Source: an optimization exercise on an open RTL-to-GDS flow (aim: small area). Production flows keep margins and buffers that such runs may drop. The RTL was checked by simulation tests, not by an equivalence proof against the original design. No activity file was given, so power comes from the tool's default toggle rates.

==> flow/design.v <==
module Lab1 (
	input        clk,
	input        rst,
	input        key0_in,
	output [6:0] min1,
	output [6:0] min2,
	output [6:0] sec1,
	output [6:0] sec2,
	output [6:0] ms1,
	output [6:0] ms2
);
reg k1, k2, k3;
always @(posedge clk or negedge rst)
	if (!rst) begin
		k1 <= 1'b0;
		k2 <= 1'b0;
		k3 <= 1'b0;
	end else begin
		k1 <= ~key0_in;
		k2 <= k1;
		k3 <= k2;
	end
reg go;
always @(posedge clk or negedge rst)
	if (!rst)
		go <= 1'b0;
	else
		go <= 1'b1;
reg run;
always @(posedge clk or negedge rst)
	if (!rst)
		run <= 1'b0;
	else if (~k2 & k3)
		run <= ~run;
reg  [5:0] pc;
wire tc = (pc == 6'h38);
wire zc = (pc == 6'h31);
wire fc = ^(pc & 6'h30) ^ 1'b0 ^ tc;
always @(posedge clk)
	if (!go)
		pc <= 6'h22;
	else if (run | tc)
		pc <= {pc[4:0], fc};
wire inc_c = run & zc;
reg  [12:0] ps;
wire ts = (ps == 13'h1c40);
wire zs = (ps == 13'h1880);
wire fs = ^(ps & 13'h1004) ^ 1'b0 ^ ts;
always @(posedge clk)
	if (!go)
		ps <= 13'h1101;
	else if (run | ts)
		ps <= {ps[11:0], fs};
wire inc_s = run & zs;
reg  [18:0] pm;
wire tm = (pm == 19'h1834);
wire zm = (pm == 19'h3069);
wire fm = ^(pm & 19'h48000) ^ 1'b0 ^ tm;
always @(posedge clk)
	if (!go)
		pm <= 19'h60d2;
	else if (run | tm)
		pm <= {pm[17:0], fm};
wire inc_m = run & zm;
reg [3:0] c1;
wire c1_n0 = (c1[2]) | (~c1[0]);
wire c1_n1 = (~c1[1] & c1[2]) | (c1[3]);
wire c1_n2 = (~c1[0] & c1[2]) | (c1[0] & ~c1[1] & ~c1[2]);
wire c1_n3 = (c1[0] & c1[1] & ~c1[3]) | (~c1[0] & c1[3]) | (c1[1] & c1[2]);
always @(posedge clk or negedge rst)
	if (!rst)
		c1 <= 4'd2;
	else if (inc_c)
		c1 <= {c1_n3, c1_n2, c1_n1, c1_n0};
wire c1_co = inc_c & ((c1[1] & c1[3]));
reg [3:0] c2;
wire c2_n0 = (~c2[2] & c2[3]) | (~c2[0]);
wire c2_n1 = (~c2[0] & c2[1]) | (c2[1] & ~c2[3]) | (~c2[0] & ~c2[3]);
wire c2_n2 = (~c2[0] & ~c2[1]) | (~c2[1] & c2[2]);
wire c2_n3 = (~c2[0] & ~c2[2] & ~c2[3]) | (c2[1]);
always @(posedge clk or negedge rst)
	if (!rst)
		c2 <= 4'd4;
	else if (c1_co)
		c2 <= {c2_n3, c2_n2, c2_n1, c2_n0};
reg [3:0] s1;
wire s1_n0 = (s1[2]) | (~s1[0]);
wire s1_n1 = (~s1[1] & s1[2]) | (s1[3]);
wire s1_n2 = (~s1[0] & s1[2]) | (s1[0] & ~s1[1] & ~s1[2]);
wire s1_n3 = (s1[0] & s1[1] & ~s1[3]) | (~s1[0] & s1[3]) | (s1[1] & s1[2]);
always @(posedge clk or negedge rst)
	if (!rst)
		s1 <= 4'd2;
	else if (inc_s)
		s1 <= {s1_n3, s1_n2, s1_n1, s1_n0};
wire s1_co = inc_s & ((s1[1] & s1[3]));
reg [2:0] s2;
wire s2_n0 = (~s2[2]);
wire s2_n1 = (~s2[0]);
wire s2_n2 = (~s2[1]);
always @(posedge clk or negedge rst)
	if (!rst)
		s2 <= 3'd4;
	else if (s1_co)
		s2 <= {s2_n2, s2_n1, s2_n0};
reg [3:0] m1;
wire m1_n0 = (m1[2]) | (~m1[0]);
wire m1_n1 = (~m1[1] & m1[2]) | (m1[3]);
wire m1_n2 = (~m1[0] & m1[2]) | (m1[0] & ~m1[1] & ~m1[2]);
wire m1_n3 = (m1[0] & m1[1] & ~m1[3]) | (~m1[0] & m1[3]) | (m1[1] & m1[2]);
always @(posedge clk or negedge rst)
	if (!rst)
		m1 <= 4'd2;
	else if (inc_m)
		m1 <= {m1_n3, m1_n2, m1_n1, m1_n0};
wire m1_co = inc_m & ((m1[1] & m1[3]));
reg [2:0] m2;
wire m2_n0 = (~m2[2]);
wire m2_n1 = (~m2[0]);
wire m2_n2 = (~m2[1]);
always @(posedge clk or negedge rst)
	if (!rst)
		m2 <= 3'd4;
	else if (m1_co)
		m2 <= {m2_n2, m2_n1, m2_n0};
assign ms1[0] = (c1[0] & ~c1[1] & ~c1[2]);
assign ms1[1] = (~c1[0] & c1[1] & c1[2]) | (c1[2] & c1[3]);
assign ms1[2] = (~c1[0] & ~c1[1] & ~c1[3]);
assign ms1[3] = (c1[0] & ~c1[2]);
assign ms1[4] = (c1[0] & ~c1[2]) | (c1[1] & c1[2]);
assign ms1[5] = (~c1[1] & ~c1[3]) | (c1[0] & ~c1[3]);
assign ms1[6] = (~c1[2] & ~c1[3]);
assign ms2[0] = (c2[1] & ~c2[3]) | (c2[0] & ~c2[1] & c2[3]);
assign ms2[1] = (~c2[2] & ~c2[3]);
assign ms2[2] = (~c2[0] & c2[1]);
assign ms2[3] = (c2[0] & c2[2]) | (c2[0] & ~c2[1] & c2[3]);
assign ms2[4] = (c2[0]);
assign ms2[5] = (c2[1]);
assign ms2[6] = (~c2[0] & c2[2]) | (c2[1] & c2[2]);
assign sec1[0] = (s1[0] & ~s1[1] & ~s1[2]);
assign sec1[1] = (~s1[0] & s1[1] & s1[2]) | (s1[2] & s1[3]);
assign sec1[2] = (~s1[0] & ~s1[1] & ~s1[3]);
assign sec1[3] = (s1[0] & ~s1[2]);
assign sec1[4] = (s1[0] & ~s1[2]) | (s1[1] & s1[2]);
assign sec1[5] = (~s1[1] & ~s1[3]) | (s1[0] & ~s1[3]);
assign sec1[6] = (~s1[2] & ~s1[3]);
assign sec2[0] = (~s2[1] & ~s2[2]) | (s2[1] & s2[2]);
assign sec2[1] = (s2[0] & s2[2]);
assign sec2[2] = (~s2[0] & ~s2[2]);
assign sec2[3] = (~s2[1] & ~s2[2]) | (s2[1] & s2[2]);
assign sec2[4] = (s2[1] & s2[2]) | (s2[0]);
assign sec2[5] = (s2[1]);
assign sec2[6] = (~s2[0] & s2[2]);
assign min1[0] = (m1[0] & ~m1[1] & ~m1[2]);
assign min1[1] = (~m1[0] & m1[1] & m1[2]) | (m1[2] & m1[3]);
assign min1[2] = (~m1[0] & ~m1[1] & ~m1[3]);
assign min1[3] = (m1[0] & ~m1[2]);
assign min1[4] = (m1[0] & ~m1[2]) | (m1[1] & m1[2]);
assign min1[5] = (~m1[1] & ~m1[3]) | (m1[0] & ~m1[3]);
assign min1[6] = (~m1[2] & ~m1[3]);
assign min2[0] = (~m2[1] & ~m2[2]) | (m2[1] & m2[2]);
assign min2[1] = (m2[0] & m2[2]);
assign min2[2] = (~m2[0] & ~m2[2]);
assign min2[3] = (~m2[1] & ~m2[2]) | (m2[1] & m2[2]);
assign min2[4] = (m2[1] & m2[2]) | (m2[0]);
assign min2[5] = (m2[1]);
assign min2[6] = (~m2[0] & m2[2]);
endmodule
==> flow/config.mk <==
export PLATFORM = sky130hd
export DESIGN_NAME = Lab1
export DESIGN_NICKNAME = Lab1
export VERILOG_FILES = /design/flow/design.v
export SDC_FILE = /design/flow/constraint.sdc
export NUM_CORES = 4
export LEC_CHECK = 0
export CAP_MARGIN = 20
export CORE_MARGIN = 2
export CORE_UTILIZATION = 40
export SLEW_MARGIN = 20
==> flow/constraint.sdc <==
create_clock -name core_clock -period 10.0 [get_ports {clk}]
set_input_delay 2.0000 -clock core_clock [delete_from_list [all_inputs] [get_ports {clk}]]
set_output_delay 2.0000 -clock core_clock [all_outputs]
set_load 0.01 [all_outputs]
standard.sh (not shown) runs the stock make flow with config.mk's settings and CLKGATE_MAP_FILE= SYNTH_SCRIPT=/design/flow/synth_recipe.tcl, a recipe that flattens the netlist after the stock synthesis.
==> flow/flow/run.sh <==
#!/bin/bash
# Own layout flow: the standard ORFS flow with three changes:
#  - synthesis uses an area-oriented ABC script and skips Yosys's full/half-adder
#    extraction (everything else, including register naming, is the standard flow's synthesis);
#  - ports are buffered with the smallest buffer cell;
#  - clock tree built from small clock buffers, without dummy loads.
set -euo pipefail
W=$PWD
F=$W/flow
# synthesis script: synth_recipe.tcl, with ORFS's synth.tcl patched to use flow/area.abc
sed -e "s#^source \$::env(SCRIPTS_DIR)/synth_preamble.tcl\$#&\nset abc_args [lreplace \$abc_args 1 1 $F/area.abc]#" \
  "$FLOW_HOME/scripts/synth.tcl" > "$W/synth_body.tcl"
grep -q "area.abc" "$W/synth_body.tcl"
sed -e "s#^source \$::env(SCRIPTS_DIR)/synth.tcl\$#source $W/synth_body.tcl#" "$W/synth_recipe.tcl" > "$W/own_synth.tcl"
grep -q "synth_body.tcl" "$W/own_synth.tcl"
CTS="$(cat $F/cts_args.txt)"
bash standard.sh \
  SYNTH_SCRIPT="$W/own_synth.tcl" \
  ADDER_MAP_FILE= \
  "BUFFER_PORTS_ARGS=-buffer_cell sky130_fd_sc_hd__buf_1" \
  "CTS_ARGS=$CTS" \
  finish > "$W/orfs_make.log" 2>&1
==> flow/flow/area.abc <==
strash
&get -n
&deepsyn -T 60
&put
dch -f
amap
topo
dnsize -c
==> flow/flow/cts_args.txt <==
-sink_clustering_enable -repair_clock_nets -dont_use_dummy_load -buf_list sky130_fd_sc_hd__clkbuf_8 -sink_clustering_size 35 -sink_clustering_max_diameter 300
==> next run, changes <==
==> flow/flow/area.abc (replaced) <==
strash
&get -n
&deepsyn -T 30
&put
&get -n
&dch -f
&nf -R 10000 -F 8 -A 8 -p
&put
topo
dnsize -c
==> flow/flow/cts_args.txt (replaced) <==
-sink_clustering_enable -repair_clock_nets -dont_use_dummy_load -buf_list sky130_fd_sc_hd__clkbuf_4 -sink_buffer_max_cap_derate 1.0
What happened: The changed run finished with timing, DRC and antenna clean. Die area is lower by 0.60%. Via count decreases by 6.7%. Wire length is lower by 3.1%. Worst setup slack gains 0.23 ns. Core utilization drops by 1.1 points. Cell area decreases by 2.3%. Hold slack improved by 0.024 ns. Sequential power rises by 22%. Sequential cell count stays the same.
==> next run, changes <==
==> flow/flow/cts_args.txt (replaced) <==
-sink_clustering_enable -repair_clock_nets -dont_use_dummy_load -buf_list sky130_fd_sc_hd__clkbuf_2 sky130_fd_sc_hd__clkbuf_4 -sink_clustering_size 10
The changed run failed in clock tree synthesis (STA-0564).
Synthesized cell count is unchanged.
Synthesized area does not change.
==> next run, changes <==
==> flow/flow/area.abc (replaced) <==
strash
&get -n
&deepsyn -T 90
&put
&get -n
&dch -f
&nf -R 10000 -p -C 32
&put
topo
dnsize -c
==> flow/flow/cts_args.txt (replaced) <==
-sink_clustering_enable -repair_clock_nets -dont_use_dummy_load -buf_list sky130_fd_sc_hd__clkbuf_4
Result: The changed run went through all stages and came out clean. Area after synthesis barely changes. Synthesized cell count rises by about 0.8%.
==> next run, changes <==
==> flow/flow/area.abc (replaced) <==
strash
&get -n
&deepsyn -T 30
&put
&get -n
&dch -f
&nf -R 10000 -F 8 -A 8 -p
&put
topo
dnsize -c
Effect: The new run ran to the end with no violations. Die area is about the same. Sequential power barely changes. Final area is about the same. Cell count came out lower by 0.77%. Global-route usage came out lower by 0.17 points. Non-clock buffer count came out lower by 1. Wire length came out lower by 3.1%. Clock-buffer cell count does not change. Clock skew came out lower by 0.0056 ns.
==> next run, changes <==
==> flow/flow/area.abc (replaced) <==
strash
&get -n
&deepsyn -T 60
&put
dch -f
amap
topo
dnsize -c
==> flow/flow/cts_args.txt (replaced) <==
-sink_clustering_enable -repair_clock_nets -dont_use_dummy_load -buf_list sky130_fd_sc_hd__clkbuf_4 -sink_buffer_max_cap_derate 0.1
The new run went through all stages and came out clean.
Sequential share of layout area shrinks by 0.23 points.
Global-route usage grows by 0.58 points.
Worst hold slack degrades by 0.018 ns.
Area after synthesis grows by 0.62%.
Via count grows by about 8%.
Routed wire length grows by 3.1%.
Power shrinks by about 20%.
Design area grows by 0.47%.
Sequential power shrinks by 18%.
Register-to-register slack improves by 0.33 ns.
Final cell count grows by about 12%.

## port drivers added, routing unchanged
In the flow no input, the clock included, has a driving cell. The finished layouts below were timed again as built, in two steps. Step 1, drivers: a clkbuf_16 drives clk and a buf_2 each remaining input, both assumed. Step 2, shift: input delay + t, output delay - t, t = (earliest + latest rising clock arrival at the registers) / 2. This alone moves slack from input paths to output paths. Slacks: ideal ports / drivers / drivers and shift; pairs: ideal ports / drivers.
run | t, ns | slack for setup (ns) | worst setup path at the end | worst register clock-pin slew, ns
the first run | 0.355 | 6.420 / 6.393 / 6.748 | register to output | 0.07 / 0.07
the second run | 0.398 | 6.649 / 6.622 / 7.020 | register to output | 0.11 / 0.11
the fourth run | 0.397 | 6.605 / 6.580 / 6.977 | register to output | 0.11 / 0.11
the fifth run | 0.398 | 6.649 / 6.622 / 7.020 | register to output | 0.11 / 0.11
the sixth run | 0.401 | 6.355 / 6.328 / 6.730 | register to output | 0.10 / 0.10
After both steps setup and hold are still met in every run listed.
